This design comes from an exercise in tuning for small area and a short achievable clock period on the open sky130 flow, not from production work.
At most, simulation tests tie the RTL to the original design; equivalence was not proved.
The RTL of runs 1 to 3 was laid out without a check of its function.
No driver is modelled on the clock port, so clocking that relies on it looks cheaper here than on a real chip.
Power and IR drop assume default switching activity.

<file path="flow/design.v">
module top_level (
    input          clk,
    input          resetn,
    input          start,
    input  [31:0]  frame_size,
    input  [15:0]  packet_size,
    input  [7:0]   pp_group,
    output [127:0] out1_tdata,
    output         out1_tvalid,
    output         out1_tlast,
    output [127:0] out2_tdata,
    output         out2_tvalid,
    output         out2_tlast
);
reg        gen_on;
reg [15:0] g;
wire [16:0] g_cy;
assign g_cy[0] = 1'b1;
genvar i;
generate for (i = 0; i < 16; i = i + 1) begin : g_gen
    assign g_cy[i+1] = g_cy[i] & g[i];
end endgenerate
always @(posedge clk) begin
    gen_on <= resetn & (gen_on | start);
    g      <= {16{gen_on}} & (g ^ g_cy[15:0]);
end
reg        path;
reg [15:0] ci;
reg [7:0]  co;
reg [15:0] cps;
reg        cps_t0;
reg        ovf;
wire ci_end = (ci == 16'd1);
wire co_end = (co == 8'd1);
wire swap   = ci_end & co_end & ~ovf;
wire [16:0] ci_bw;
wire [8:0]  co_bw;
assign ci_bw[0]  = 1'b1;
assign co_bw[0]  = 1'b1;
generate for (i = 0; i < 16; i = i + 1) begin : g_sw
    assign ci_bw[i+1]  = ci_bw[i] & ~ci[i];
end endgenerate
generate for (i = 0; i < 8; i = i + 1) begin : g_co
    assign co_bw[i+1] = co_bw[i] & ~co[i];
end endgenerate
always @(posedge clk) begin
    if (!resetn) begin
        path <= 1'b0;
        ci   <= packet_size;
        co   <= pp_group;
        cps  <= 16'd1;
        cps_t0 <= 1'b1;
        ovf  <= (pp_group == 8'd0);
    end else begin
        ci <= ci_end ? packet_size : ci ^ ci_bw[15:0];
        if (ci_end)
            co <= co_end ? pp_group : co ^ co_bw[7:0];
        cps <= swap ? 16'd1 : {cps[14:0], cps[15] ^ cps[14] ^ cps[12] ^ cps[3]};
        cps_t0 <= swap;
        if (cps == 16'd1 && !cps_t0 && !swap)
            ovf <= 1'b1;
        if (swap)
            path <= ~path;
    end
end
wire en1 = gen_on &  path;
wire en2 = gen_on & ~path;
reg          v1, v2;
reg  [127:0] c1, c2;
reg          pprev;
reg  [15:0]  hold;
wire [128:0] c1_cy, c2_cy;
assign c1_cy[0] = en1;
assign c2_cy[0] = en2;
generate for (i = 0; i < 128; i = i + 1) begin : g_cnt
    assign c1_cy[i+1] = c1_cy[i] & c1[i];
    assign c2_cy[i+1] = c2_cy[i] & c2[i];
end endgenerate
always @(posedge clk) begin
    pprev <= path;
    if (path ^ pprev)
        hold <= g;
    if (!resetn) begin
        v1 <= 1'b0;
        v2 <= 1'b0;
        c1 <= 128'd0;
        c2 <= 128'd0;
    end else begin
        v1 <= v1 | en1;
        v2 <= v2 | en2;
        c1 <= c1 ^ c1_cy[127:0];
        c2 <= c2 ^ c2_cy[127:0];
    end
end
reg        st_d, st_m1, st_m2, st_fc;
reg [15:0] p_r;
reg [31:0] rem;
wire [31:0] p_x = {16'd0, p_r};
wire [32:0] bw;
wire [31:0] diff = rem ^ p_x ^ bw[31:0];
wire        last_d = bw[32];
assign bw[0] = 1'b0;
generate for (i = 0; i < 32; i = i + 1) begin : g_rem
    assign bw[i+1] = (~rem[i] & (p_x[i] | bw[i])) | (p_x[i] & bw[i]);
end endgenerate
always @(posedge clk) begin
    p_r <= packet_size;
    rem <= (!resetn || !st_d) ? frame_size : diff;
    if (!resetn) begin
        st_d  <= 1'b1;
        st_m1 <= 1'b0;
        st_m2 <= 1'b0;
        st_fc <= 1'b0;
    end else begin
        st_d  <= (st_d & ~last_d) | st_fc;
        st_m1 <= st_d & last_d;
        st_m2 <= st_m1;
        st_fc <= st_m2;
    end
end
localparam [15:0] META_WORD = 16'd1638;
wire        s_g1 = st_d &  pprev, s_h1 = st_d & ~pprev;
wire        s_g2 = st_d & ~pprev, s_h2 = st_d &  pprev;
wire [15:0] x1 = ({16{s_g1}} & g) | ({16{s_h1}} & hold);
wire [15:0] x2 = ({16{s_g2}} & g) | ({16{s_h2}} & hold);
wire [15:0] m  = {16{st_m1 | st_m2}} & META_WORD;
assign out1_tdata  = ({128{st_fc}} & c1) | {{7{x1}}, x1 | m};
assign out2_tdata  = ({128{st_fc}} & c2) | {{7{x2}}, x2 | m};
assign out1_tvalid = ~st_d | v1;
assign out2_tvalid = ~st_d | v2;
assign out1_tlast  = st_fc;
assign out2_tlast  = st_fc;
endmodule
</file>
<file path="flow/flow/run.sh">
#!/bin/bash
export BUFFER_PORTS_ARGS="-buffer_cell sky130_fd_sc_hd__buf_1"
export PRE_RESIZE_TCL=$PWD/flow/hook.tcl
export PRE_CTS_TCL=$PWD/flow/hook.tcl
export PRE_GLOBAL_ROUTE_TCL=$PWD/flow/hook.tcl
export SETUP_SLACK_MARGIN=118.6
export TNS_END_PERCENT=0
bash standard.sh > standard.log 2>&1
</file>
<file path="flow/flow/hook.tcl">
set_dont_use [get_lib_cells {sky130_fd_sc_hd__clkdlybuf4s* sky130_fd_sc_hd__dlygate4sd* sky130_fd_sc_hd__dlymetal6s*}]
</file>
<file path="flow/standard.sh">
#!/bin/bash
# synth_recipe.tcl (not shown) runs the flow's synth.tcl, then flattens the netlist and writes it again
# the make line also repeats each setting of config.mk as NAME=value (left out here)
make -C /OpenROAD-flow-scripts/flow DESIGN_CONFIG=/design/flow/config.mk WORK_HOME=/design/flow/orfs CLKGATE_MAP_FILE= SYNTH_SCRIPT=/design/flow/synth_recipe.tcl "${@:-finish}"
</file>
<file path="flow/config.mk">
export PLATFORM = sky130hd
export DESIGN_NAME = top_level
export DESIGN_NICKNAME = top_level
export VERILOG_FILES = /design/flow/design.v
export SDC_FILE = /design/flow/constraint.sdc
export NUM_CORES = 4
export LEC_CHECK = 0
export CAP_MARGIN = 20
export CORE_MARGIN = 2
export CORE_UTILIZATION = 40
export CTS_BUF_LIST = sky130_fd_sc_hd__clkbuf_16
export CTS_CLUSTER_DIAMETER = 100
export CTS_CLUSTER_SIZE = 25
export SLEW_MARGIN = 20
</file>
<file path="flow/constraint.sdc">
create_clock -name core_clock -period 150.0 [get_ports {clk}]
set_input_delay 30.0000 -clock core_clock [delete_from_list [all_inputs] [get_ports {clk}]]
set_output_delay 30.0000 -clock core_clock [all_outputs]
set_load 0.01 [all_outputs]
</file>
==> results.txt, run 1 <==
- The flow ran to the end and the layout has no timing, DRC or antenna violations.
- For this run, design rule violations remaining after detail routing come to 0.
- The total half-perimeter wirelength after legalization and detailed placement is around 31000 um.
- VDD sags by at most ~0.0000075 V.
- The part of the total power dissipated in sequential elements is between 60 and 70%.
- The wire length of the first global-routing pass is ~69000 um.
- Yosys mapped a number of flops with a built-in enable equal to 25.
- The core region is 44000 um2.
- The worst-path maximum fanout is 8.
- The clock transition at the registers of the reported paths is approximately 110 ps.
- By count the netlist is led by nand2_1 (577), dfxtp_1 (362), ha_1 (308), and2_1 (288), clkbuf_1 (70).
- Counting the buffers created by CTS gives 19.
- The number of buffers and inverters on the critical path is 3.
- The sink count of the clock tree is about 390.
- The cell area after layout is ~21000 um2.
- The number of placed instances, taps included is roughly 2700.
- The launching point of the worst reg2reg path is gen_on.
- Summed over all layers, the routed wires come to 45600 um.
- The leakage component of the power is about 11 nW.
- In the final layout, the share of cells above drive strength 1 is approximately 6.4%.
- The worst register-to-register path has a depth of 129.
- For this run, the post-layout net count is between 2000 and 3000.
- Clock latency on the worst-skew pair, taken at its later pin, is about 540 ps.
- The cell row count is just under 80.
- The overall routing resource usage is just under 20%.
- The capture point of the worst path is out1_tdata[113].
- The number of failing hold endpoints at the final stage was 0.
- The delay of the slowest cell on the worst path is between 400 and 500 ps.
- The standard cell with the maximum stage delay on the critical path is dfxtp_4.
- The initial cell density of the core is between 40% and 50%.
- The arrival time of data at the critical path endpoint is around 2000 ps.
- The pin slew with the least headroom to its limit is 965 ps.
- The placed standard-cell area is around 19000 um2.
- The max-slew headroom at the worst pin is around 36%.
- The pre-CTS worst setup slack is roughly 120000 ps.
- The I/O pin total is 319.
- The switching power share of the total is 23.5%.
- Summed over all failing endpoints, the final setup total negative slack is 0 ps.
- After synthesis, the netlist uses 38 different library cells.
- The synthesis-to-finish area growth is 18.1%.
- The tightest hold path in the finished design has a slack of 452 ps.
- The floorplan step set the die height to 215 um.
- The synthesized netlist occupies a cell area of roughly 18000 um2.
- The portion of total power attributed to combinational logic is under 10%.
- Summed over all instances, the cell type with the most area after synthesis is dfxtp_1.
- Along the worst hold path, the cell count comes to 0.
- The share of the synthesized area in the top cell type is roughly two fifths.
- The overflow left after global routing is 0.
- Static timing analysis puts the maximum clock frequency at ~31 MHz.
- After layout, the worst path uses 21.3% of the clock period.
- The setup clock skew after layout is about 20 ps.
- The placer's final routability congestion estimate is ~0.81.
- The critical path class is flip-flop to output pin.
- Setup repair after global routing could not meet its margin everywhere.
- The launching element type of the critical path is a flip-flop.
- The most repeated cell in the gate-level netlist after synthesis is nand2_1.
- The number of global-route vias before repair came to about 12000.
- The cell area power density is roughly 8.4 nW/um2.
- Walking the worst path, the cells encountered are clkbuf_16 -> mux2_4 -> nand2_8 -> buf_12 -> nand2_2 -> buf_6.
- In the post-synthesis netlist, the biggest area contributors are dfxtp_1 (41%), ha_1 (22%), nand2_1 (12%).
- The total number of vias is 13017.
- The worst reg2reg path endpoint is c2[126].
- Counting every instance in the synthesized netlist gives roughly 1900.
- The count of inserted antenna diode cells is 0.
- The final standard cell count with taps included and fillers excluded is 2761.
- The detail-routed net length per standard cell is around 17 um.
- The final cell utilization of the core is 47.6%.
- The analysis attributes to net switching a power of roughly 0.041 mW.
- The main flop type after synthesis is dfxtp_1.
- Among cell families on the critical path, the largest total delay comes from buffers and inverters.
- The total of buffers placed on input and output ports is about 320.
- The filler cells instantiated in the layout total approximately 4300.
- The pre-antenna-repair detailed-routing pass consisted of 6 iterations.
- The total number of cells along the worst setup path is 6.
- Using the TritonRoute via totals, the vias-per-cell ratio works out to around 4.7.
- The part of the Yosys area used for sequential elements is between 40% and 50%.
- Across all setup checks in the final design, the least slack found is 118050 ps.
- Max-cap violations in this run came to 0.
- The net count after synthesis is around 2300.
- The setup violation total in the final timing report is 0.
- The floorplan die width is about 210 um.
- The Yosys warning count is 1.
- STA classifies the critical path endpoint as an output pin.
- The number of antenna violations at the first check in global routing is 0.
- The synthesized area divided by synthesized cell count is 9.46 um2.
- Power comes to around 0.18 mW.
- The share of flip-flops with an asynchronous set or reset after synthesis is 0%.
- The count of state elements after synthesis is ~390.
- The clock power share is approximately 32%.
- The die covers around 46000 um2.
- The pin count of the biggest net entering global routing is about 130.
- Setup slack on the worst reg-to-reg path comes out at between 100000 and 150000 ps.
- The number of DRC violations after detailed-routing iteration 0 is between 800 and 900.
- The type of the most critical hold path is flip-flop to flip-flop.
- The internal portion of the total power is ~0.13 mW.
- Once detail routing completed, the nets flagged for antenna violations numbered 0.
- The clock period could shrink to between 30000 and 40000 ps.
- The critical path starts at pprev.
- The count of final max-slew check failures is 0.
- The required time at the endpoint of the critical path is ~120000 ps.
- TritonCTS built the clock tree.
power by group through the flow:
stage | registers (mW) | logic, mW | clock network (mW)
after global routing | 0.108 | 0.0132 | 0.0629
after global placement | 0.110 | 0.0105 | 0
final | 0.108 | 0.0111 | 0.0567
after floorplan | 0.110 | 0.00753 | 0
after CTS | 0.108 | 0.0114 | 0.0592
after detailed placement | 0.111 | 0.0110 | 0
sequential cells by signal, indices dropped and copies added (netlist names), 8 cells and up:
signal  flops
cps        16
c2        128
rem        32
p_r        16
co          8
ci         16
c1        128
g          16
hold       16
placed cells by master, fill, tap and decap left out, types with 2 or more instances in the layout:
cell,netlist,final
dfxtp_1,362,359
buf_1,3,312
a21oi_1,16,16
or4_1,2,2
fa_1,15,15
xor2_1,3,3
edfxtp_1,25,25
inv_1,61,66
buf_12,0,8
nand2_1,577,539
clkbuf_4,0,2
nand3_2,0,4
ha_1,308,308
buf_6,1,4
buf_4,2,7
dfxtp_4,0,2
and2_1,288,288
nor4_1,5,5
mux2_4,0,27
nand2_2,0,6
nor2b_1,2,2
nor2_1,24,23
nand2b_1,2,2
o21ai_0,42,42
buf_8,0,2
buf_2,4,3
buf_16,0,2
nand3_1,12,8
clkbuf_2,0,4
mux2_2,32,5
nor4b_1,2,2
xnor2_1,5,5
clkbuf_16,0,21
nand2_8,0,32
layer usage:
metal	wire length, um	global-route usage (%)	vias to the layer above
li1	-	-	6584
met3	2870	3.59	48
met5	0	0	-
met1	19800	24.7	6072
met2	22000	33.9	313
met4	934	3.98	0
layout make-up:
type                    instances  area (um2)  share of cell area, %
inverters                      62         233                   1.11
well taps                     592         741                   3.53
repair buffers                346        1610                   7.70
multi-input cells            1348        9860                   47.0
clock inverters                 7        35.0                  0.167
clock buffers                  19         475                   2.27
flip-flops and latches        387        8010                   38.2
cells by family after synthesis:
family          count (synthesis)  share of synthesized area [%]
fa+ha+maj                     323                           23.4
flops                         387                           45.0
mux                            32                           2.03
buf+inv                       142                           3.11
compound gates                 63                           1.92
xor+xnor                        8                          0.395
simple gates                  922                           24.1
what timing repair did:
item / in CTS / in global routing
setup endpoints to repair: 267 / 310
gates cloned: 2 / 2
gates resized for setup: 125 / 41
buffers inserted: 12 / 2
pin swaps: 0 / 11
hold buffers: 0 / 0
how the worst min path moves through the flow:
stage	endpoint	from	slack (ps)
finish	pprev	path	450
detailed placement	st_fc	st_m2	440
CTS	cps[14]	cps[13]	470
global placement	st_fc	st_m2	440
global route	pprev	path	480
floorplan	pprev	path	390
==> run 2, diff against run 1 <==
==> flow/flow/run.sh (replaced) <==
#!/bin/bash
# The standard layout (standard.sh) with three changes to how it is made:
# - the port buffers are buf_1 cells instead of the delay cells that
#   buffer_ports picks by default;
# - before the resizer runs, every signal net with more than 24 loads is
#   split into groups of nearby loads, each driven by its own buf_4
#   (fanout_tree.tcl), instead of the resizer's buffer chains;
# - the resizer may not use delay cells as buffers (hook.tcl).
# The clock period and constraints are the standard flow's. ORFS's output is in
# standard.log; its per-step logs are under orfs/logs/.
export FLOW_FLOW_DIR=$PWD/flow
export BUFFER_PORTS_ARGS="-buffer_cell sky130_fd_sc_hd__buf_1"
export PRE_RESIZE_TCL=$PWD/flow/pre_resize.tcl
export PRE_CTS_TCL=$PWD/flow/hook.tcl
export PRE_GLOBAL_ROUTE_TCL=$PWD/flow/hook.tcl
bash standard.sh > standard.log 2>&1
==> flow/flow/fanout_tree.tcl (new file) <==
# Split every high-fanout signal net into groups of nearby loads, each
# driven by its own buffer placed at the group's centre.
proc my_fanout_tree { max_fo buf_cell } {
  set block [ord::get_db_block]
  set dbu [$block getDbUnitsPerMicron]
  set todo {}
  foreach net [$block getNets] {
    if { [$net getSigType] != "SIGNAL" } { continue }
    set loads {}
    set clocked 0
    foreach it [$net getITerms] {
      if { [$it isInputSignal] } {
        lappend loads $it
      }
      if { [[$it getMTerm] getSigType] == "CLOCK" } { set clocked 1 }
    }
    if { $clocked || [llength $loads] <= $max_fo } { continue }
    lappend todo [list [$net getName] $loads]
  }
  foreach item $todo {
    lassign $item name loads
    set n [llength $loads]
    set ngroups [expr {int(ceil(double($n) / $max_fo))}]
    set ncols [expr {int(ceil(sqrt($ngroups)))}]
    set pts {}
    foreach it $loads {
      set bb [[$it getInst] getBBox]
      lappend pts [list [expr {([$bb xMin] + [$bb xMax]) / 2}] [expr {([$bb yMin] + [$bb yMax]) / 2}] $it]
    }
    set pts [lsort -integer -index 0 $pts]
    set per_col [expr {int(ceil(double($n) / $ncols))}]
    set groups {}
    for {set c 0} {$c < $n} {incr c $per_col} {
      set col [lsort -integer -index 1 [lrange $pts $c [expr {$c + $per_col - 1}]]]
      set m [llength $col]
      set ng [expr {int(ceil(double($m) / $max_fo))}]
      set per [expr {int(ceil(double($m) / $ng))}]
      for {set g 0} {$g < $m} {incr g $per} {
        lappend groups [lrange $col $g [expr {$g + $per - 1}]]
      }
    }
    puts "fanout tree: net $name, $n loads, [llength $groups] buffers"
    foreach grp $groups {
      set sx 0; set sy 0; set pins {}
      foreach p $grp {
        lassign $p x y it
        set sx [expr {$sx + $x}]; set sy [expr {$sy + $y}]
        lappend pins [get_pins [[$it getInst] getName]/[[$it getMTerm] getName]]
      }
      set k [llength $grp]
      insert_buffer -buffer_cell $buf_cell -net [get_nets $name] -load_pins $pins \
        -location [list [expr {double($sx) / $k / $dbu}] [expr {double($sy) / $k / $dbu}]]
    }
  }
}
==> flow/flow/pre_resize.tcl (new file) <==
source $::env(FLOW_FLOW_DIR)/hook.tcl
source $::env(FLOW_FLOW_DIR)/fanout_tree.tcl
my_fanout_tree 24 sky130_fd_sc_hd__buf_4
--- a/flow/config.mk
+++ b/flow/config.mk
@@ -12,3 +12,4 @@
 export CTS_CLUSTER_DIAMETER = 100
 export CTS_CLUSTER_SIZE = 25
+export GPL_TIMING_DRIVEN = 0
 export SLEW_MARGIN = 20
==> run 2 against run 1 <==
  * Sequential power about the same
  * Clock power is 0.7% higher
  * Clock skew is 5.9 ps higher
  * Global-route usage increased by 0.68 points
  * Total power up 0.29%
  * Utilization down 1.7 points
  * Wire length increased by 2.5%
  * Largest power group unchanged
  * Area after synthesis is the same
  * Final cell count grew 1.9%
  * Still clean
  * Critical endpoint is now out2_tdata[4]
  * Via count grew 2.9%
  * Critical path type unchanged
==> results.txt, run 2 <==
- The Yosys warning count came to 1 (unchanged).
- The share of flip-flops with an asynchronous set or reset after synthesis is 0% (unchanged).
- The number of optimization iterations in the first detailed-route pass came to 5 (-1).
- The number of buffers inserted for hold repair after clock tree synthesis is 0 (unchanged).
- The number of cells on the worst reg-to-reg path is 130 (+0.78%).
- Sorting the synthesized cells by area gives the leading types as dfxtp_1 (41%), ha_1 (22%), nand2_1 (12%).
- The flow ran to the end and the layout has no timing, DRC or antenna violations.
- The reported max-cap violation count is 0 (unchanged).
- The I/O pin total came to 319 (unchanged).
- The pin slew with the least headroom to its limit is 808 ps (-157 ps).
- The number of CTS-inserted buffers is 19 (unchanged).
- The ratio of cells with drive above 1 in the final layout is 3.06% (-3.3 points).
- The synthesized area divided by synthesized cell count is 9.46 um2 (unchanged).
- The worst-path maximum fanout is 10 (+2).
- The clock period minus worst slack is 32940 ps (+991 ps).
- The synthesis-to-finish area growth is 13.9%.
- The detail-routed via count per cell is 4.76 (+0.95%).
- The detail-routed net length per standard cell is 16.6 um (+0.52%).
- Setup repair after global routing left no endpoint under its margin.
- The kind of end point of the critical path is an output pin.
- In this run the most critical hold path is launched from cps[14].
- The global routing stage identified its most utilized layer as met2.
- The clock insertion delay at the later pin of the skew report is 550 ps (about the same).
- The clock transition at the registers of the reported paths is 100 ps (about the same).
- The floorplan die width is 215 um (unchanged).
- The setup fix buffers added after clock tree synthesis is 0 (-12).
- The overall routing resource usage is 20.0% (+0.68 points).
- Among cell families on the critical path, the largest total delay comes from buffers and inverters.
- The total negative slack was 0 ps (unchanged).
- The endpoint of the worst hold-timing path is cps[15].
- In the synthesized netlist the dominant register cell turns out to be dfxtp_1.
- By startpoint and endpoint, the worst setup path is classified as flip-flop to output pin.
- The met3 demand-to-capacity share in global routing is 2.61% (-0.98 points).
- The final standard cell count with taps included and fillers excluded came to 2814 (+1.9%).
- The gate count of the mapped netlist is 1877 (unchanged).
- The placer's final routability congestion estimate came to 0.854 (+5.4%).
- The number of failing hold endpoints at the final stage is 0 (unchanged).
- The most repeated cell in the gate-level netlist after synthesis is nand2_1.
- The max-slew headroom at the worst pin is 46.1% (+10 points).
- The die height is 215 um (unchanged).
- The setup violation total in the final timing report came to 0 (unchanged).
- The delay of the slowest cell on the worst path is 610 ps (+170 ps).
- The part of the Yosys area used for sequential elements is 45.0% (unchanged).
- The share of the synthesized area in the top cell type is 40.8% (unchanged).
- The overflow left after global routing is 0 (unchanged).
- The path class of the tightest hold or removal check is flip-flop to flip-flop.
- The remaining antenna violation count was 0 (unchanged).
- The worst register-to-register path begins at gen_on.
- The number of DRC violations after detailed-routing iteration 0 is 542 (-34%).
- The met1 track utilization from global routing is 26.9% (+2.2 points).
- The largest registers in the layout are c1 (128), c2 (128), rem (32).
- The total DRC errors in the routed layout is 0 (unchanged).
- The count of state elements after synthesis was 387 (unchanged).
- The share of the clock period used by the worst path is 22.0% (+0.66 points).
- The mapped cell area is 17800 um2 (unchanged).
- The TritonCTS clock tree is yes.
- The most frequent standard cell in the layout excluding fill and tap cells is nand2_1.
- The cell area power density came to 8.72 nW/um2 (+4.0%).
- The number of different library cells in the post-synthesis netlist was 38 (unchanged).
- The number of global-route vias before repair is 12840 (+3.0%).
- The total of buffers placed on input and output ports was 318 (unchanged).
- The peak ir drop on the vdd network is 0.00000793 V (+5.9%).
- The setup clock skew after layout is 25.8 ps (+5.86 ps).
- The die area was 46100 um2 (unchanged).
- The net count after synthesis is 2259 (unchanged).
- The wire length of the first global-routing pass is 71500 um (+3.4%).
- The cell row count is 77 (unchanged).
- The leakage component of the power was 11.0 nW (-2.5%).
- The total half-perimeter wirelength after legalization and detailed placement is 35100 um (+13%).
- The pin count of the biggest net entering global routing is 27 (-79%).
- The initial cell density of the core was 40.3% (unchanged).
- The count of inserted antenna diode cells is 0 (unchanged).
- The worst setup slack for register-to-register paths was 125760 ps (+220 ps).
- The highest clock rate is 30.4 MHz (-3.0%).
- The worst setup path is launched from a flip-flop.
- The total number of vias came to 13393 (+2.9%).
- The count of final max-slew check failures is 0 (unchanged).
- The standard cell with the maximum stage delay on the critical path is nand2_1.
- The number of placed instances, taps included was 2788 (+2.6%).
- The number of antenna violations at the first check in global routing was 1 (+1).
- The number of buffer and inverter stages on the critical path is 3 (unchanged).
- The worst reg2reg path endpoint is c1[127].
- The global routing met2 resource utilization came to 33.2% (-0.65 points).
- The final-layout fill cell count is 4387 (+3.0%).
- Ranked by instance count, the synthesized netlist is headed by nand2_1 (577), dfxtp_1 (362), ha_1 (308), and2_1 (288), clkbuf_1 (70).
- Traced cell by cell, the critical path runs through clkbuf_1 -> buf_1 -> nand2_1 -> nand2_1 -> buf_1.
- The final-stage net count is 2599 (+2.1%).
- The number of instances on the worst hold path is 2 (+2).
- In the layout the commonest cells are nand2_1 (577), dfxtp_1 (362), buf_1 (321).
- The biggest area contributor in the post-synthesis netlist is dfxtp_1.
- The sink count of the clock tree is 387 (unchanged).
- The number of gates given a new drive strength after cts is 0 (-100%).
- The aggregate routed wire length is 46700 um (+2.5%).
- The required time at the endpoint of the critical path is 120000 ps (about the same).
- The core area is 44000 um2 (unchanged).
- The arrival time of data at the critical path endpoint is 2940 ps (+990 ps).
- The count of flip-flops with a built-in enable after synthesis is 25 (unchanged).
run 2: changes by cell type in the layout (fill, tap and decap cells not counted), moves of 4 or more:
cell and delta:
buf_4 -5, nand2_8 -32, clkbuf_1 +70, mux2_2 +27, nand2_1 +38, buf_12 -8
buf_1 +9, nand2_2 -6, nand3_1 +4, mux2_4 -27, nand3_2 -4, clkbuf_2 -4
run 2: cell type report, without the clock buffers:
type                       instances  area, um2  area share, %
sequential                       387       8000           39.5
clock inverter                     7       40.0          0.198
tap                              592        741           3.66
inverter                          62        233           1.15
buffer                            80        320           1.58
multi-input combinational       1348       9210           45.5
timing repair buffer             319       1210           5.98
run 2: where the power goes:
| group | switching, mW | internal, mW |
|---|---|---|
| sequential | 0.00112 | 0.107 |
| clock | 0.0338 | 0.0234 |
| combinational | 0.00674 | 0.00445 |
run 2: cell families (layout without fill, tap and decap cells):
| kind of cell | after synthesis | count (layout) | share of synthesized area, % |
|---|---|---|---|
| AO/OA/AOI/OAI | 63 | 63 | 1.92 |
| multiplexers | 32 | 32 | 2.03 |
| buffers and inverters | 142 | 487 | 3.11 |
| AND/OR/NAND/NOR | 922 | 922 | 24.1 |
| XOR/XNOR | 8 | 8 | 0.395 |
| adder cells (fa/ha/maj) | 323 | 323 | 23.4 |
| flip-flops | 387 | 387 | 45.0 |
run 2: through the flow:
| step | cell area, um2 | util [%] | worst slack (ps) | hold slack (ps) | power, mW |
|---|---|---|---|---|---|
| floorplan | 17800 | - | 118630 | 389 | 0.118 |
| global placement | 19700 | 44.7 | 117620 | 433 | 0.121 |
| detailed placement | 19700 | 44.8 | 117630 | 440 | 0.122 |
| CTS | 20200 | 45.9 | 117000 | 450 | 0.179 |
| global route | 20200 | 45.9 | 116940 | 475 | 0.185 |
| finish | 20200 | 45.9 | 117060 | 449 | 0.176 |
run 2: metal layers:
metal | wire [um] | up-vias
li1 | - | 6688
met1 | 21400 | 6270
met2 | 21600 | 357
met3 | 2350 | 78
met4 | 1390 | 0
met5 | 0 | -
run 2: worst max-delay path by stage:
stage,startpoint,endpoint,depth (start not counted)
3_5_place_dp,st_d,out2_tdata[8],5
5_1_grt,st_fc,out1_tdata[3],6
6_report,st_d,out2_tdata[4],5
2_1_floorplan,pprev,out1_tdata[10],5
4_1_cts,st_d,out2_tdata[8],5
3_3_place_gp,st_d,out2_tdata[8],5
run 2: tightest hold or removal path, delay by kind of cell, from the launching register on:
family	cells	cell delay, ps
simple gates	1	50
buf+inv	1	60
flops	1	310
==> run 3, diff against run 2 <==
--- a/flow/flow/run.sh
+++ b/flow/flow/run.sh
@@ -3,5 +3,6 @@
 # - the port buffers are buf_1 cells instead of the delay cells that
 #   buffer_ports picks by default;
-# - before the resizer runs, every signal net with more than 24 loads is
+# - before the resizer runs, the buffers synthesis left on signal nets are
+#   removed (rm_bufs.tcl), and every signal net with more than 24 loads is
 #   split into groups of nearby loads, each driven by its own buf_4
 #   (fanout_tree.tcl), instead of the resizer's buffer chains;
==> flow/flow/pre_resize.tcl (replaced) <==
source $::env(FLOW_FLOW_DIR)/hook.tcl
source $::env(FLOW_FLOW_DIR)/rm_bufs.tcl
source $::env(FLOW_FLOW_DIR)/fanout_tree.tcl
my_remove_inner_buffers
my_fanout_tree 24 sky130_fd_sc_hd__buf_4
==> flow/flow/rm_bufs.tcl (new file) <==
# Remove the buffers synthesis and placement left on signal nets (not the
# port buffers, not the clock), so that fanout_tree.tcl sees each net whole.
proc my_remove_inner_buffers {} {
  set block [ord::get_db_block]
  set bufs {}
  foreach inst [$block getInsts] {
    set master [[$inst getMaster] getName]
    if { ![regexp {^sky130_fd_sc_hd__(clk)?buf_[0-9]+$} $master] } { continue }
    set port_side 0
    foreach it [$inst getITerms] {
      set net [$it getNet]
      if { $net == "NULL" } { continue }
      if { [$net getSigType] != "SIGNAL" } { continue }
      if { [llength [$net getBTerms]] > 0 } { set port_side 1 }
    }
    if { !$port_side } { lappend bufs [$inst getName] }
  }
  puts "removing [llength $bufs] inner buffers"
  if { [llength $bufs] > 0 } { remove_buffers {*}$bufs }
}
==> run 3 against run 2 <==
  * Still clean on timing, DRC and antenna
  * Combinational power about the same
  * First-iteration DRC count is 4.4% higher
  * Worst setup slack better by 390 ps
  * Clock power increased by 2%
  * Sequential cell count unchanged
  * Critical path type unchanged
  * Largest cell class unchanged
  * Largest power group unchanged
==> results.txt, run 3 <==
- The run finished with no timing, DRC or antenna violations.
- The mapped cell area is 17800 um2 (unchanged).
- The most frequent standard cell in the layout excluding fill and tap cells is nand2_1.
- The clock insertion delay at the later pin of the skew report was 540 ps (about the same).
- The most repeated cell in the gate-level netlist after synthesis is nand2_1.
- The worst reg2reg path endpoint is c1[127].
- The reported max-cap violation count was 0 (unchanged).
- The gate count of the mapped netlist was 1877 (unchanged).
- The peak ir drop on the vdd network is 0.00000810 V (+2.1%).
- The final-stage net count is 2553 (-1.8%).
- The part of the Yosys area used for sequential elements is 45.0% (unchanged).
- After synthesis, the most frequently instantiated cells are nand2_1 (577), dfxtp_1 (362), ha_1 (308), and2_1 (288), clkbuf_1 (70).
- The largest registers in the layout are c1 (128), c2 (128), rem (32).
- The count of final max-slew check failures is 0 (unchanged).
- The detail-routed net length per standard cell came to 16.3 um (-2.1%).
- STA classifies the critical path endpoint as an output pin.
- The count of inserted antenna diode cells was 0 (unchanged).
- The share of the synthesized area in the top cell type was 40.8% (unchanged).
- The overflow left after global routing is 0 (unchanged).
- The count of flip-flops with a built-in enable after synthesis is 25 (unchanged).
- The number of optimization iterations in the first detailed-route pass is 5 (unchanged).
- The synthesis-to-finish area growth is 13.7%.
- After synthesis, the cell types taking the most area are dfxtp_1 (41%), ha_1 (22%), nand2_1 (12%).
- The setup fix buffers added after clock tree synthesis is 0 (unchanged).
- The pin slew with the least headroom to its limit came to 1030 ps (+223 ps).
- The count of state elements after synthesis is 387 (unchanged).
- The arrival time of data at the critical path endpoint came to 2550 ps (-390 ps).
- The placed standard-cell area came to 19600 um2 (-0.32%).
- The ratio of cells with drive above 1 in the final layout is 4.41% (+1.4 points).
- The remaining antenna violation count is 0 (unchanged).
- The cell area power density came to 8.78 nW/um2 (+0.70%).
- Leaving out fill and tap cells, the most frequent cells in the layout are nand2_1 (577), dfxtp_1 (362), buf_1 (317).
- The final-layout fill cell count is 4367 (-0.46%).
- The total half-perimeter wirelength after legalization and detailed placement was 32800 um (-6.5%).
- The sink count of the clock tree is 387 (unchanged).
- The detail-routed via count per cell is 4.70 (-1.2%).
- The wire length of the first global-routing pass is 68800 um (-3.8%).
- The net count after synthesis is 2259 (unchanged).
- The placer's final routability congestion estimate is 0.854 (unchanged).
- The share of the clock period used by the worst path is 21.7% (-0.26 points).
- The required time at the endpoint of the critical path is 120000 ps (about the same).
- The type of the most critical hold path is flip-flop to flip-flop.
- The clock period minus worst slack is 32550 ps (-391 ps).
- The total of buffers placed on input and output ports is 318 (unchanged).
- The worst setup slack for register-to-register paths was 125670 ps (-90 ps).
- The number of gates given a new drive strength after cts is 0 (unchanged).
- The aggregate routed wire length is 45000 um (-3.7%).
- The number of buffers inserted for hold repair after clock tree synthesis is 0 (unchanged).
- The share of flip-flops with an asynchronous set or reset after synthesis is 0% (unchanged).
- The I/O pin total is 319 (unchanged).
- The floorplan die width is 215 um (unchanged).
- The initial cell density of the core is 40.3% (unchanged).
- The Yosys warning count came to 1 (unchanged).
- The number of cells on the worst reg-to-reg path was 130 (unchanged).
- The overall routing resource usage was 19.2% (-0.81 points).
- The number of CTS-inserted buffers is 19 (unchanged).
- The total number of vias is 13011 (-2.9%).
- The largest total area in the synthesized netlist belongs to dfxtp_1.
- The sequential cell area is 8000 um2 (unchanged).
- The worst hold path startpoint is cps[14].
- The die height is 215 um (unchanged).
- The synthesized area divided by synthesized cell count is 9.46 um2 (unchanged).
- The worst setup path is launched from a flip-flop.
- The worst-path maximum fanout is 17 (+7).
- The setup clock skew after layout is 15.8 ps (-9.99 ps).
- The number of DRC violations after detailed-routing iteration 0 was 566 (+4.4%).
- The clock transition at the registers of the reported paths came to 100 ps (about the same).
- The total negative slack is 0 ps (unchanged).
- The number of antenna violations at the first check in global routing was 0 (-1).
- Setup repair after global routing left no endpoint under its margin.
- The total DRC errors in the routed layout is 0 (unchanged).
- The setup violation total in the final timing report was 0 (unchanged).
- The highest clock rate is 30.7 MHz (+1.2%).
- The cell area after layout is 20200 um2 (-0.20%).
- The die area was 46100 um2 (unchanged).
- The number of different library cells in the post-synthesis netlist came to 38 (unchanged).
- The critical path class is flip-flop to output pin.
- The area occupied by multi-input gates was 9210 um2 (about the same).
- The endpoint of the worst hold-timing path is cps[15].
- The number of instances on the worst hold path was 2 (unchanged).
- TritonCTS built the clock tree.
- The core area is 44000 um2 (unchanged).
- The leakage component of the power is 11.1 nW (+0.62%).
- In the synthesized netlist the dominant register cell turns out to be dfxtp_1.
- The pin count of the biggest net entering global routing was 27 (unchanged).
- The number of global-route vias before repair is 12434 (-3.2%).
- In this run the critical register-to-register path is launched from gen_on.
- The number of failing hold endpoints at the final stage is 0 (unchanged).
- The max-slew headroom at the worst pin is 31.2% (-15 points).
- The cell row count was 77 (unchanged).
run 3: cell counts after synthesis:
No cell type changed its count.
run 3: worst max-delay path, stage by stage, from the launching register on:
cell	delay [ps]
dfxtp_1	360
buf_4	260
mux2_2	360
nand2_1	510
nand3_1	310
buf_1	220
run 3: cells by family after synthesis:
logic type | after synthesis | share of synthesized area [%]
compound gates | 63 | 1.92
xor+xnor | 8 | 0.395
fa+ha+maj | 323 | 23.4
buf+inv | 142 | 3.11
flops | 387 | 45.0
mux | 32 | 2.03
simple gates | 922 | 24.1
run 3: area by class of cell, without the clock buffers:
| cell class | instances | area share, % |
|---|---|---|
| flip-flops and latches | 387 | 39.6 |
| multi-input cells | 1348 | 45.6 |
| inverters | 62 | 1.15 |
| clock inverters | 7 | 0.298 |
| well taps | 592 | 3.67 |
| repair buffers | 353 | 7.26 |
run 3: stage by stage:
step / instances / util (%) / setup WS, ps / power (mW) / hold slack [ps]
floorplan: 1877 / - / 118630 / 0.118 / 389
global placement: 2787 / 44.7 / 117620 / 0.121 / 433
detailed placement: 2742 / 44.6 / 117500 / 0.122 / 439
CTS: 2768 / 45.8 / 117360 / 0.181 / 452
global route: 2768 / 45.8 / 117300 / 0.186 / 476
finish: 2768 / 45.8 / 117450 / 0.177 / 448
run 3: power breakdown:
part	internal, mW	leakage (nW)	switching, mW
logic	0.00445	7.60	0.00649
registers	0.107	3.20	0.00116
clock network	0.0250	0.281	0.0332
total	0.136	11.1	0.0409
run 3: worst max path at each step:
stage / from / depth (start not counted) / endpoint / slack [ps]
2_1_floorplan: pprev / 5 / out1_tdata[10] / 118630
6_report: pprev / 5 / out2_tdata[5] / 117450
4_1_cts: pprev / 5 / out2_tdata[5] / 117360
3_3_place_gp: st_d / 5 / out2_tdata[8] / 117620
5_1_grt: pprev / 5 / out2_tdata[5] / 117300
3_5_place_dp: resetn / 6 / co[4] / 117500
run 3: layer usage:
| layer | GRT usage, % | part of all wire (%) |
|---|---|---|
| met1 | 25.4 | 46 |
| met5 | 0 | 0 |
| met3 | 2.52 | 4.7 |
| met4 | 5.00 | 2.2 |
| met2 | 32.9 | 47 |
==> run 4, diff against run 3 <==
--- a/flow/design.v
+++ b/flow/design.v
@@ -94,4 +94,5 @@
 end
 reg        st_d, st_m1, st_m2, st_fc;
+reg        sel_g, sel_h;
 reg [15:0] p_r;
 reg [31:0] rem;
@@ -100,4 +101,5 @@
 wire [31:0] diff = rem ^ p_x ^ bw[31:0];
 wire        last_d = bw[32];
+wire        st_d_next = ~resetn | (st_d & ~last_d) | st_fc;
 assign bw[0] = 1'b0;
 generate for (i = 0; i < 32; i = i + 1) begin : g_rem
@@ -106,4 +108,6 @@
 always @(posedge clk) begin
     p_r <= packet_size;
+    sel_g <= st_d_next &  path;
+    sel_h <= st_d_next & ~path;
     rem <= (!resetn || !st_d) ? frame_size : diff;
     if (!resetn) begin
@@ -113,5 +117,5 @@
         st_fc <= 1'b0;
     end else begin
-        st_d  <= (st_d & ~last_d) | st_fc;
+        st_d  <= st_d_next;
         st_m1 <= st_d & last_d;
         st_m2 <= st_m1;
@@ -120,8 +124,6 @@
 end
 localparam [15:0] META_WORD = 16'd1638;
-wire        s_g1 = st_d &  pprev, s_h1 = st_d & ~pprev;
-wire        s_g2 = st_d & ~pprev, s_h2 = st_d &  pprev;
-wire [15:0] x1 = ({16{s_g1}} & g) | ({16{s_h1}} & hold);
-wire [15:0] x2 = ({16{s_g2}} & g) | ({16{s_h2}} & hold);
+wire [15:0] x1 = ({16{sel_g}} & g) | ({16{sel_h}} & hold);
+wire [15:0] x2 = ({16{sel_h}} & g) | ({16{sel_g}} & hold);
 wire [15:0] m  = {16{st_m1 | st_m2}} & META_WORD;
 assign out1_tdata  = ({128{st_fc}} & c1) | {{7{x1}}, x1 | m};
==> flow/flow/pre_resize.tcl (replaced) <==
source $::env(FLOW_FLOW_DIR)/hook.tcl
source $::env(FLOW_FLOW_DIR)/rm_bufs.tcl
source $::env(FLOW_FLOW_DIR)/fanout_tree.tcl
source $::env(FLOW_FLOW_DIR)/upsize.tcl
my_remove_inner_buffers
my_fanout_tree 24 sky130_fd_sc_hd__buf_4
my_upsize_drivers 3 5
==> flow/flow/upsize.tcl (new file) <==
# Give the logic cells that drive many loads a stronger drive variant of
# the same function (these nets are short of slack only against the I/O
# delays, which the resizer does not chase).
proc my_upsize_drivers { fo2 fo4 } {
  set block [ord::get_db_block]
  set n 0
  foreach inst [$block getInsts] {
    set master [[$inst getMaster] getName]
    if { ![regexp {^(sky130_fd_sc_hd__[a-z0-9]+)_([0-9]+)$} $master -> base size] } { continue }
    if { [regexp {df|dl|buf|inv|conb|tap|fill|decap|ha$|fa$} $base] } { continue }
    set fo 0
    foreach it [$inst getITerms] {
      if { ![$it isOutputSignal] } { continue }
      set net [$it getNet]
      if { $net == "NULL" } { continue }
      foreach l [$net getITerms] { if { [$l isInputSignal] } { incr fo } }
    }
    set want 0
    if { $fo >= $fo4 } { set want 4 } elseif { $fo >= $fo2 } { set want 2 }
    if { $want <= $size } { continue }
    set cell [get_lib_cells -quiet ${base}_$want]
    if { $cell == "" } { continue }
    replace_cell [get_cells [$inst getName]] $cell
    incr n
  }
  puts "upsized $n drivers"
}
==> run 4 against run 3 <==
  * Combinational power about the same
  * Critical path depth decreased by 1
  * Still clean
  * Sequential cell count grew 2
  * Final area is 1.4% higher
  * Clock power is 2% higher
  * Worst hold slack better by 17 ps
  * Critical path type unchanged
  * Global-route usage rose by 0.95 points
  * Sequential power is essentially flat
  * Total power is 0.83% higher
  * Clock skew up 9.7 ps
  * Final cell count is 1.2% lower
==> results.txt, run 4 <==
- The flow ran to the end and the layout has no timing, DRC or antenna violations.
- The number of buffers inserted for hold repair after clock tree synthesis is 0 (unchanged).
- The sink count of the clock tree is 389 (+0.52%).
- The synthesized area divided by synthesized cell count is 9.50 um2 (+0.49%).
- The tightest min-delay check is of the flip-flop to flip-flop type.
- The count of inserted antenna diode cells was 0 (unchanged).
- The pin slew with the least headroom to its limit was 684 ps (-347 ps).
- The worst hold path startpoint is cps[14].
- The number of CTS-inserted buffers is 19 (unchanged).
- The clock transition at the registers of the reported paths is 100 ps (about the same).
- The number of failing hold endpoints at the final stage is 0 (unchanged).
- Setup repair after global routing left no endpoint under its margin.
- The net count after synthesis came to 2229 (-1.3%).
- The most frequent standard cell in the layout excluding fill and tap cells is nand2_1.
- The worst setup path is captured at an output pin.
- The pin count of the biggest net entering global routing is 27 (unchanged).
- The overflow left after global routing came to 0 (unchanged).
- The setup violation total in the final timing report came to 0 (unchanged).
- The number of DRC violations after detailed-routing iteration 0 came to 534 (-5.7%).
- The number of global-route vias before repair is 12468 (+0.27%).
- The placer's final routability congestion estimate is 0.814 (-4.7%).
- Sorting the synthesized cells by area gives the leading types as dfxtp_1 (42%), ha_1 (22%), nand2_1 (12%).
- The max-slew headroom at the worst pin is 54.4% (+23 points).
- The I/O pin total is 319 (unchanged).
- Among all stages on the critical path, the largest delay is contributed by a22oi_4.
- The initial cell density of the core was 40.7% (+0.34 points).
- Leaving out fill and tap cells, the most frequent cells in the layout are nand2_1 (544), dfxtp_1 (363), buf_1 (317).
- The total number of vias was 12988 (-0.18%).
- The launching element type of the critical path is a flip-flop.
- The total DRC errors in the routed layout is 0 (unchanged).
- The setup clock skew after layout came to 25.5 ps (+9.71 ps).
- The worst-path maximum fanout came to 16 (-1).
- The part of the Yosys area used for sequential elements came to 45.8% (+0.74 points).
- The mapped cell area is 17600 um2 (-1.1%).
- The most repeated cell in the gate-level netlist after synthesis is nand2_1.
- The count of final max-slew check failures came to 0 (unchanged).
- The detail-routed via count per cell is 4.75 (+0.99%).
- The Yosys warning count is 1 (unchanged).
- The clock insertion delay at the later pin of the skew report is 550 ps (about the same).
- The TritonCTS clock tree is yes.
- The number of different library cells in the post-synthesis netlist is 38 (unchanged).
- The worst reg2reg path endpoint is c1[126].
- The share of flip-flops with an asynchronous set or reset after synthesis is 0% (unchanged).
- The number of gates given a new drive strength after cts is 0 (unchanged).
- The wire length of the first global-routing pass is 69200 um (+0.67%).
- The setup fix buffers added after clock tree synthesis came to 0 (unchanged).
- The cell row count came to 76 (-1.3%).
- The total negative slack is 0 ps (unchanged).
- The leakage component of the power is 11.6 nW (+5.0%).
- Compared with the post-synthesis result, the final layout area differs by 16.6%.
- The worst setup slack for register-to-register paths is 125590 ps (-80 ps).
- The count of flip-flops with a built-in enable after synthesis is 25 (unchanged).
- After synthesis, the most frequently instantiated cells are nand2_1 (545), dfxtp_1 (364), ha_1 (308), and2_1 (289), clkbuf_1 (72).
- The remaining antenna violation count is 0 (unchanged).
- The critical path class is flip-flop to output pin.
- The launching point of the worst reg2reg path is gen_on.
- The delay of the slowest cell on the worst path is 630 ps (+120 ps).
- The die area is 45600 um2 (-1.1%).
- The placed standard-cell area is 19900 um2 (+1.4%).
- The share of the clock period used by the worst path came to 21.5% (-0.24 points).
- The largest registers in the layout are c1 (128), c2 (128), rem (32).
- The number of antenna violations at the first check in global routing is 0 (unchanged).
- The aggregate routed wire length is 46600 um (+3.4%).
- The total half-perimeter wirelength after legalization and detailed placement came to 33500 um (+2.1%).
- The capture point of the worst path is out1_tdata[124].
- The number of optimization iterations in the first detailed-route pass was 5 (unchanged).
- The clock period minus worst slack is 32190 ps (-359 ps).
- The cell area power density came to 8.73 nW/um2 (-0.56%).
- The die height is 213 um (-0.55%).
- The detail-routed net length per standard cell was 17.0 um (+4.6%).
- The cell area after layout is 20500 um2 (+1.4%).
- The required time at the endpoint of the critical path was 120000 ps (about the same).
- The peak ir drop on the vdd network is 0.00000696 V (-14%).
- The highest clock rate is 31.1 MHz (+1.1%).
- The number of cells on the worst reg-to-reg path is 129 (-0.77%).
- The overall routing resource usage is 20.1% (+0.95 points).
- The floorplan die width was 213 um (-0.55%).
- The source of the critical timing path is sel_g.
- The most used flip-flop cell after synthesis is dfxtp_1.
- The total of buffers placed on input and output ports was 318 (unchanged).
- The ratio of cells with drive above 1 in the final layout is 4.74% (+0.33 points).
- The reported max-cap violation count is 0 (unchanged).
- The count of state elements after synthesis is 389 (+0.52%).
- The gate count of the mapped netlist came to 1847 (-1.6%).
- The arrival time of data at the critical path endpoint is 2190 ps (-360 ps).
- The core area was 43200 um2 (-1.9%).
- The final-stage net count is 2524 (-1.1%).
- The share of the synthesized area in the top cell type is 41.5% (+0.69 points).
- The most area-hungry cell type in the Yosys netlist is dfxtp_1.
- Walking the worst path, the cells encountered are buf_4 -> a22oi_4 -> nand2_1 -> buf_1.
## run 4: changes by cell type after synthesis
cell / change
buf_1: -1
dfxtp_1: +2
and2_1: +1
a22oi_1: +32
nor2b_1: +1
buf_2: -3
nand2_1: -32
clkbuf_1: +2
mux2_2: -32
## run 4: how the worst min path moves through the flow
| stage | endpoint | slack, ps | cells after the start |
|---|---|---|---|
| after floorplan | pprev | 410 | 0 |
| after global placement | cps[5] | 440 | 1 |
| after detailed placement | cps[1] | 440 | 1 |
| after CTS | cps[15] | 470 | 2 |
| after global routing | cps[9] | 490 | 1 |
| final | cps[15] | 460 | 2 |
## run 4: layout make-up, without the clock buffers
type	count	area (um2)
clock inverters	11	73.8
inverters	62	233
fillers	4292	22700
flip-flops and latches	389	8040
multi-input cells	1318	9460
well taps	585	732
repair buffers	352	1450
## run 4: report_power, final
group          total, mW  switching [mW]  leakage, nW  internal, mW
combinational     0.0110         0.00651         8.12       0.00443
clock             0.0591          0.0340        0.294        0.0251
sequential         0.109         0.00124         3.22         0.107
## run 4: cell families after synthesis
group | count (synthesis) | share of synthesized area (%)
AO/OA/AOI/OAI | 95 | 3.31
XOR/XNOR | 8 | 0.399
adder cells (fa/ha/maj) | 323 | 23.7
buffers and inverters | 140 | 3.09
flip-flops | 389 | 45.8
AND/OR/NAND/NOR | 892 | 23.8
## run 4: layer usage
metal	wire length, um	vias up	share of wire [%]	track usage, %
met5	0	-	0	0
met4	982	0	2.1	5.17
met3	2760	58	5.9	3.97
met2	21600	263	46	33.8
met1	21200	6130	46	26.5
li1	-	6537	-	-
## run 4: worst max-delay path, delay by kind of cell, from the launching register on
kind            cells  cell delay (ps)
compound gates      1              630
buf+inv             2              460
flops               1              350
simple gates        1              200
## run 4: stage by stage
step	hold slack [ps]	util [%]	total power, mW	setup WS (ps)	std cells
after global placement	441	45.1	0.122	117390	2750
after global routing	487	47.4	0.187	117700	2736
after detailed placement	441	46.1	0.122	117490	2706
after floorplan	409	-	0.118	118720	1847
final	465	47.4	0.179	117810	2736
after CTS	467	47.4	0.181	117800	2736
==> run 5, diff against run 4 <==
--- a/flow/flow/pre_resize.tcl
+++ b/flow/flow/pre_resize.tcl
@@ -5,3 +5,3 @@
 my_remove_inner_buffers
 my_fanout_tree 24 sky130_fd_sc_hd__buf_4
-my_upsize_drivers 3 5
+my_upsize_drivers 5 12
--- a/flow/config.mk
+++ b/flow/config.mk
@@ -13,3 +13,3 @@
 export CTS_CLUSTER_SIZE = 25
 export GPL_TIMING_DRIVEN = 0
-export SLEW_MARGIN = 20
+export SLEW_MARGIN = 70
==> run 5 against run 4 <==
  * Area after synthesis is the same
  * Critical path type unchanged
  * Final cell count grew 3.2%
  * Still clean on timing, DRC and antenna
  * Synthesized cell count is the same
  * Final area grew 1.1%
  * Critical path depth grew 2
  * Worst setup slack gained 75 ps
  * First-iteration DRC count grew 18%
==> results.txt, run 5 <==
- The flow ran to the end and the layout has no timing, DRC or antenna violations.
- The part of the total power dissipated in sequential elements was 61.3% (+0.5 points).
- In this run the most critical hold path is launched from cps[14].
- The most frequent standard cell in the layout excluding fill and tap cells is nand2_1.
- The clock insertion delay at the later pin of the skew report is 560 ps (about the same).
- The type of the most critical hold path is flip-flop to flip-flop.
- Traced cell by cell, the critical path runs through buf_4 -> a22oi_2 -> buf_2 -> buf_2 -> nand2_1 -> buf_1.
- The area share of fa/ha/maj cells after synthesis came to 23.7% (unchanged).
- The endpoint of the worst hold-timing path is cps[15].
- The delay of the slowest cell on the worst path is 340 ps (-290 ps).
- The peak ir drop on the vdd network is 0.00000761 V (+9.4%).
- The setup violation total in the final timing report is 0 (unchanged).
- The clock power share was 32.4% (-0.7 points).
- The wire length of the first global-routing pass is 69800 um (+0.80%).
- The final-stage net count is 2612 (+3.5%).
- The total DRC errors in the routed layout is 0 (unchanged).
- The share of the synthesized area in the top cell type is 41.5% (unchanged).
- Setup repair after global routing left no endpoint under its margin.
- The switching power share of the total is 23.6% (+0.27 points).
- The max-slew headroom at the worst pin is 71.9% (+17 points).
- The number of buffers inserted for hold repair after clock tree synthesis is 0 (unchanged).
- Counting stages on the worst path, the most repeated cell is buf_2.
- The aggregate routed wire length is 46500 um (-0.20%).
- The count of inserted antenna diode cells is 0 (unchanged).
- The share of the clock period used by the worst path came to 21.4% (-0.050 points).
- The standard cell with the maximum stage delay on the critical path is dfxtp_1.
- By area, the combinational part of the netlist is dominated by simple AND/OR/NAND/NOR gates.
- The largest registers in the layout are c1 (128), c2 (128), rem (32).
- The count of flip-flops with a built-in enable after synthesis came to 25 (unchanged).
- The sink count of the clock tree is 389 (unchanged).
- The commonest cells after synthesis are nand2_1 (545), dfxtp_1 (364), ha_1 (308), and2_1 (289), clkbuf_1 (72).
- The synthesis-to-finish area growth is 17.8%.
- The pin slew with the least headroom to its limit is 421 ps (-263 ps).
- The total negative slack is 0 ps (unchanged).
- The number of different library cells in the post-synthesis netlist is 38 (unchanged).
- The die height was 213 um (unchanged).
- The arrival time of data at the critical path endpoint is 2110 ps (-80 ps).
- The final standard cell count with taps included and fillers excluded was 2824 (+3.2%).
- The remaining antenna violation count is 0 (unchanged).
- The number of gates given a new drive strength after cts is 0 (unchanged).
- The worst-path maximum fanout was 16 (unchanged).
- After synthesis, the cell types taking the most area are dfxtp_1 (42%), ha_1 (22%), nand2_1 (12%).
- The xor and xnor fraction of the mapped netlist area is 0.399% (unchanged).
- The detail-routed via count per cell is 4.69 (-1.2%).
- The simple logic cell fraction of the synthesized area is 23.8% (unchanged).
- The ratio of cells with drive above 1 in the final layout came to 8.49% (+3.7 points).
- The switching power summed over all nets is 0.0419 mW (+0.35%).
- The setup fix buffers added after clock tree synthesis came to 0 (unchanged).
- The critical path class is flip-flop to output pin.
- The number of antenna violations at the first check in global routing was 0 (unchanged).
- The portion of total power attributed to combinational logic is 6.3% (+0.2 points).
- The total number of vias was 13243 (+2.0%).
- Yosys instantiated no cell more often than nand2_1.
- The number of DRC violations after detailed-routing iteration 0 was 631 (+18%).
- The number of instances on the worst hold path is 2 (unchanged).
- The cell area power density is 8.57 nW/um2 (-1.8%).
- The clock transition at the registers of the reported paths is 90 ps (about the same).
- The number of placed instances, taps included is 2794 (+3.3%).
- The internal power contribution is 0.135 mW (-1.2%).
- The net count after synthesis is 2229 (unchanged).
- The number of optimization iterations in the first detailed-route pass came to 5 (unchanged).
- The die area is 45600 um2 (unchanged).
- The worst setup slack for register-to-register paths is 125740 ps (+150 ps).
- The core area came to 43200 um2 (unchanged).
- The placed standard-cell area is 20100 um2 (+1.1%).
- The total of buffers placed on input and output ports is 318 (unchanged).
- The detail-routed net length per standard cell was 16.5 um (-3.3%).
- The portion of netlist area occupied by mux cells came to 0% (unchanged).
- The placer's final routability congestion estimate is 0.814 (unchanged).
- The number of global-route vias before repair is 12846 (+3.0%).
- The number of CTS-inserted buffers is 19 (unchanged).
- The post-synthesis compound-gate area fraction came to 3.31% (unchanged).
- The highest clock rate was 31.1 MHz (+0.23%).
- TritonCTS built the clock tree.
- The number of failing hold endpoints at the final stage is 0 (unchanged).
- The overflow left after global routing came to 0 (unchanged).
- The reported max-cap violation count is 0 (unchanged).
- The leakage component of the power was 11.2 nW (-3.4%).
- The total half-perimeter wirelength after legalization and detailed placement came to 37700 um (+13%).
- The number of cells on the worst reg-to-reg path came to 129 (unchanged).
- The initial cell density of the core is 40.7% (unchanged).
- The launching element type of the critical path is a flip-flop.
- The Yosys warning count is 1 (unchanged).
- The setup clock skew after layout is 29.2 ps (+3.75 ps).
- The I/O pin total is 319 (unchanged).
- The worst register-to-register path ends at c2[126].
- In the layout the commonest cells are nand2_1 (545), dfxtp_1 (362), buf_1 (317).
- The count of final max-slew check failures is 0 (unchanged).
- The pin count of the biggest net entering global routing is 27 (unchanged).
- The clock period minus worst slack is 32110 ps (-75.0 ps).
- The required time at the endpoint of the critical path was 120000 ps (about the same).
- The floorplan die width is 213 um (unchanged).
- The part of the Yosys area used for sequential elements is 45.8% (unchanged).
- The gate count of the mapped netlist was 1847 (unchanged).
- The synthesized area divided by synthesized cell count was 9.50 um2 (unchanged).
- The launching point of the worst reg2reg path is path.
- The cell row count is 76 (unchanged).
- The kind of end point of the critical path is an output pin.
- The most area-hungry cell type in the Yosys netlist is dfxtp_1.
- The mapped cell area is 17600 um2 (unchanged).
- Among all flip-flop cells after synthesis, the most frequent one is dfxtp_1.
- The share of flip-flops with an asynchronous set or reset after synthesis came to 0% (unchanged).
- The cell area after layout was 20700 um2 (+1.1%).
- The count of state elements after synthesis is 389 (unchanged).
- The overall routing resource usage is 20.2% (+0.045 points).
run 5: through the flow:
| stage | hold WS (ps) | worst slack, ps | utilization (%) | power (mW) |
|---|---|---|---|---|
| floorplan | 409 | 118720 | - | 0.118 |
| global placement | 441 | 117390 | 45.1 | 0.122 |
| detailed placement | 443 | 118130 | 46.7 | 0.122 |
| CTS | 458 | 117860 | 47.9 | 0.180 |
| global route | 491 | 117800 | 47.9 | 0.186 |
| finish | 455 | 117890 | 47.9 | 0.177 |
run 5: area by class of cell, without the clock buffers:
cell class | count | area (um2)
timing repair buffer | 440 | 1950
fill | 4286 | 22500
tap | 585 | 732
sequential | 389 | 8040
multi-input combinational | 1318 | 9200
clock inverter | 11 | 51.3
inverter | 62 | 234
run 5: power by group through the flow:
stage | logic, mW | registers, mW | clock network [mW]
final | 0.0111 | 0.109 | 0.0575
after global routing | 0.0136 | 0.109 | 0.0633
after CTS | 0.0115 | 0.109 | 0.0596
after detailed placement | 0.0114 | 0.111 | 0
after global placement | 0.0108 | 0.111 | 0
after floorplan | 0.00751 | 0.111 | 0
run 5: logic make-up (layout without fill, tap and decap cells):
family,count (synthesis),count (layout)
buf+inv,140,532
flops,389,389
compound gates,95,95
simple gates,892,892
xor+xnor,8,8
fa+ha+maj,323,323
run 5: routing by layer:
metal | up-vias | track usage (%) | wire (um) | part of all wire [%]
li1 | 6705 | - | - | -
met1 | 6208 | 26.5 | 21200 | 46
met2 | 266 | 33.8 | 21600 | 46
met3 | 64 | 3.93 | 2450 | 5.3
met4 | 0 | 5.72 | 1220 | 2.6
met5 | - | 0 | 0 | 0
run 5: critical path, delay by kind of cell (launching register included):
family                 cells  cell delay, ps
AO/OA/AOI/OAI              1             330
buffers and inverters      4             800
flip-flops                 1             340
AND/OR/NAND/NOR            1             100
run 5: how the worst max path moves through the flow:
stage | start | end | slack [ps] | depth (start not counted)
final | sel_h | out2_tdata[69] | 117890 | 6
after global routing | sel_g | out1_tdata[66] | 117800 | 7
after CTS | sel_g | out1_tdata[50] | 117860 | 7
after detailed placement | resetn | co[0] | 118130 | 6
after global placement | sel_g | out1_tdata[124] | 117390 | 4
after floorplan | st_fc | out2_tdata[49] | 118720 | 5
==> run 6, diff against run 5 <==
--- a/flow/config.mk
+++ b/flow/config.mk
@@ -13,3 +13,3 @@
 export CTS_CLUSTER_SIZE = 25
 export GPL_TIMING_DRIVEN = 0
-export SLEW_MARGIN = 70
+export SLEW_MARGIN = 20
==> run 6 against run 5 <==
  * Still clean on timing, DRC and antenna
  * Sequential share of layout area increased by 1.0 points
  * Critical path depth shrank 2
  * Sequential cell count unchanged
  * Largest power group unchanged
==> results.txt, run 6 <==
- The pin slew with the least headroom to its limit is 1130 ps (+705 ps).
- The post-synthesis compound-gate area fraction was 3.31% (unchanged).
- The number of DRC violations after detailed-routing iteration 0 is 627 (-0.63%).
- The xor and xnor fraction of the mapped netlist area is 0.399% (unchanged).
- The number of gates given a new drive strength after cts came to 0 (unchanged).
- The ratio of cells with drive above 1 in the final layout is 4.47% (-4.0 points).
- The total DRC errors in the routed layout is 0 (unchanged).
- The placer's final routability congestion estimate is 0.814 (unchanged).
- The count of state elements after synthesis is 389 (unchanged).
- The launching element type of the critical path is a flip-flop.
- The library cell used most frequently in the layout, excluding fill and tap cells, is nand2_1.
- The worst setup path is captured at an output pin.
- The setup fix buffers added after clock tree synthesis came to 0 (unchanged).
- The share of the synthesized area in the top cell type was 41.5% (unchanged).
- The total number of vias is 13053 (-1.4%).
- The mapped cell area is 17600 um2 (unchanged).
- TritonCTS built the clock tree.
- The number of optimization iterations in the first detailed-route pass was 4 (-1).
- The aggregate routed wire length is 46400 um (-0.16%).
- The number of different library cells in the post-synthesis netlist came to 38 (unchanged).
- The smallest setup slack after layout is 117530 ps (-356 ps).
- The commonest cells after synthesis are nand2_1 (545), dfxtp_1 (364), ha_1 (308), and2_1 (289), clkbuf_1 (72).
- The arrival time of data at the critical path endpoint came to 2470 ps (+360 ps).
- The final-stage net count was 2524 (-3.4%).
- The total half-perimeter wirelength after legalization and detailed placement came to 33400 um (-11%).
- The count of flip-flops with a built-in enable after synthesis is 25 (unchanged).
- The pin count of the biggest net entering global routing is 27 (unchanged).
- The net count after synthesis is 2229 (unchanged).
- The number of antenna violations at the first check in global routing is 0 (unchanged).
- The detail-routed net length per standard cell is 17.0 um (+3.1%).
- The number of failing hold endpoints at the final stage was 0 (unchanged).
- The share of flip-flops with an asynchronous set or reset after synthesis was 0% (unchanged).
- The synthesized area divided by synthesized cell count is 9.50 um2 (unchanged).
- The sink count of the clock tree is 389 (unchanged).
- The total of buffers placed on input and output ports is 318 (unchanged).
- The number of global-route vias before repair came to 12325 (-4.1%).
- The pre-CTS worst setup slack was 117500 ps (-621 ps).
- The total negative slack is 0 ps (unchanged).
- The initial cell density of the core came to 40.7% (unchanged).
- The I/O pin total is 319 (unchanged).
- The wire length of the first global-routing pass was 68900 um (-1.3%).
- The largest family of logic cells by synthesized area is simple AND/OR/NAND/NOR gates.
- The Yosys warning count is 1 (unchanged).
- The cell area power density is 8.77 nW/um2 (+2.3%).
- The simple logic cell fraction of the synthesized area is 23.8% (unchanged).
- Setup repair after global routing left no endpoint under its margin.
- The final total power was 0.177 mW (-0.30%).
- The reported max-cap violation count is 0 (unchanged).
- The area share of fa/ha/maj cells after synthesis was 23.7% (unchanged).
- The main flop type after synthesis is dfxtp_1.
- The portion of netlist area occupied by mux cells was 0% (unchanged).
- The floorplan die width was 213 um (unchanged).
- The share of the clock period used by the worst path was 21.6% (+0.24 points).
- The clock insertion delay at the later pin of the skew report is 560 ps (about the same).
- The worst-path maximum fanout came to 16 (unchanged).
- The overall routing resource usage came to 20.1% (-0.078 points).
- The gate count of the mapped netlist is 1847 (unchanged).
- The min-delay analysis places its worst path in the category flip-flop to flip-flop.
- In the post-synthesis netlist, the biggest area contributors are dfxtp_1 (42%), ha_1 (22%), nand2_1 (12%).
- The top cell types in the final layout, fill and taps aside, are nand2_1 (545), dfxtp_1 (363), buf_1 (317).
- The core area is 43200 um2 (unchanged).
- The worst slack on hold paths is 457 ps (+1.85 ps).
- The largest registers in the layout are c1 (128), c2 (128), rem (32).
- The count of final max-slew check failures is 0 (unchanged).
- The max-slew headroom at the worst pin is 24.9% (-47 points).
- The leakage component of the power came to 11.0 nW (-2.5%).
- The cell row count was 76 (unchanged).
- The most repeated cell in the gate-level netlist after synthesis is nand2_1.
- The synthesis-to-finish area growth is 14.8%.
- The required time at the endpoint of the critical path is 120000 ps (about the same).
- The detail-routed via count per cell came to 4.77 (+1.8%).
- The final cell utilization of the core is 46.7% (-1.2 points).
- The count of inserted antenna diode cells was 0 (unchanged).
- The die height is 213 um (unchanged).
- The number of CTS-inserted buffers is 19 (unchanged).
- The remaining antenna violation count is 0 (unchanged).
- The flow ran to the end and the layout has no timing, DRC or antenna violations.
- The setup clock skew after layout is 35.4 ps (+6.17 ps).
- The clock transition at the registers of the reported paths is 100 ps (about the same).
- The clock period minus worst slack came to 32470 ps (+356 ps).
- The die area came to 45600 um2 (unchanged).
- The setup violation total in the final timing report came to 0 (unchanged).
- By startpoint and endpoint, the worst setup path is classified as flip-flop to output pin.
- The peak ir drop on the vdd network was 0.00000645 V (-15%).
- The number of buffers inserted for hold repair after clock tree synthesis came to 0 (unchanged).
- The overflow left after global routing was 0 (unchanged).
- The part of the Yosys area used for sequential elements came to 45.8% (unchanged).
- The highest clock rate is 30.8 MHz (-1.1%).
- The synthesized design spends more area on one cell type than any other, namely dfxtp_1.
run 6: logic make-up (layout without fill, tap and decap cells):
logic type                 after synthesis  count (layout)
and+or+nand+nor                        892             892
AOI/OAI and AO/OA                       95              95
xor gates and xnor gates                 8               8
adders and majority gates              323             323
DFF                                    389             389
buffers and inverters                  140             443
run 6: report_power, final:
group	internal, mW	switching, mW
Combinational	0.00441	0.00653
Sequential	0.107	0.00121
Clock	0.0234	0.0338
run 6: worst paths after layout:
check | from | endpoint | slack [ps] | cells past startpoint
worst max register to register | gen_on | c1[126] | 125580 | 129
worst min-delay path | cps[14] | cps[15] | 460 | 2
worst min register to register | cps[14] | cps[15] | 460 | 2
worst max-delay path | sel_g | out1_tdata[12] | 117530 | 4
run 6: area by class of cell, without the clock buffers:
type / instances / area (um2)
Timing Repair Buffer: 352 / 1450
Multi-Input combinational cell: 1318 / 9180
Sequential cell: 389 / 8040
Clock inverter: 10 / 47.5
Inverter: 62 / 233
Fill cell: 4316 / 23000
Tap cell: 585 / 732
run 6: worst max-delay path, stage by stage, from the launching register on:
cell,delay [ps]
dfxtp_1,340
buf_4,220
a22oi_2,900
nand2_1,240
buf_1,200
run 6: per-layer routing:
layer / share of wire [%] / GRT usage [%] / wire [um] / up-vias
li1: - / - / - / 6546
met1: 46 / 26.8 / 21200 / 6186
met2: 47 / 33.7 / 21700 / 268
met3: 5.7 / 3.73 / 2640 / 53
met4: 1.9 / 4.72 / 880 / 0
met5: 0 / 0 / 0 / -
run 6: stage by stage:
stage          std cells  area, um2
6_report            2735      20200
5_1_grt             2735      20200
4_1_cts             2735      20200
3_5_place_dp        2706      19600
3_3_place_gp        2750      19500
2_1_floorplan       1847      17600

what the ideal ports hide:
Ports are ideal in the flow. The routed layouts listed here were re-timed in OpenROAD. Step 1: set_driving_cell puts a clkbuf_16 on clk and a buf_2 on each other input, an assumption about the parent block. Step 2 times the ports against the registers' clock, not the clock port: input delays grow and output delays shrink by t, the midpoint of the rising clock arrivals with the driver on. Three values: ideal, step 1, step 2; two values: the first two.
run | t, ns | slack for setup (ns) | clock arrival spread, ns | cell pins on the clock port's net
run 1 | 0.585 | 118.051 / 117.996 / 117.941 | 0.021 / 0.021 | 1
run 2 | 0.590 | 117.060 / 117.007 / 117.597 | 0.032 / 0.032 | 1
run 3 | 0.579 | 117.451 / 117.398 / 117.670 | 0.018 / 0.017 | 1
run 4 | 0.599 | 117.810 / 117.751 / 117.598 | 0.029 / 0.028 | 1
run 5 | 0.601 | 117.885 / 117.825 / 118.146 | 0.029 / 0.029 | 1
run 6 | 0.599 | 117.529 / 117.471 / 117.539 | 0.037 / 0.037 | 1
After both steps setup and hold are still met in every run listed. For run 4, which loses most, drivers alone change the setup slack by -0.059 ns; drivers and shift together by -0.212 ns.
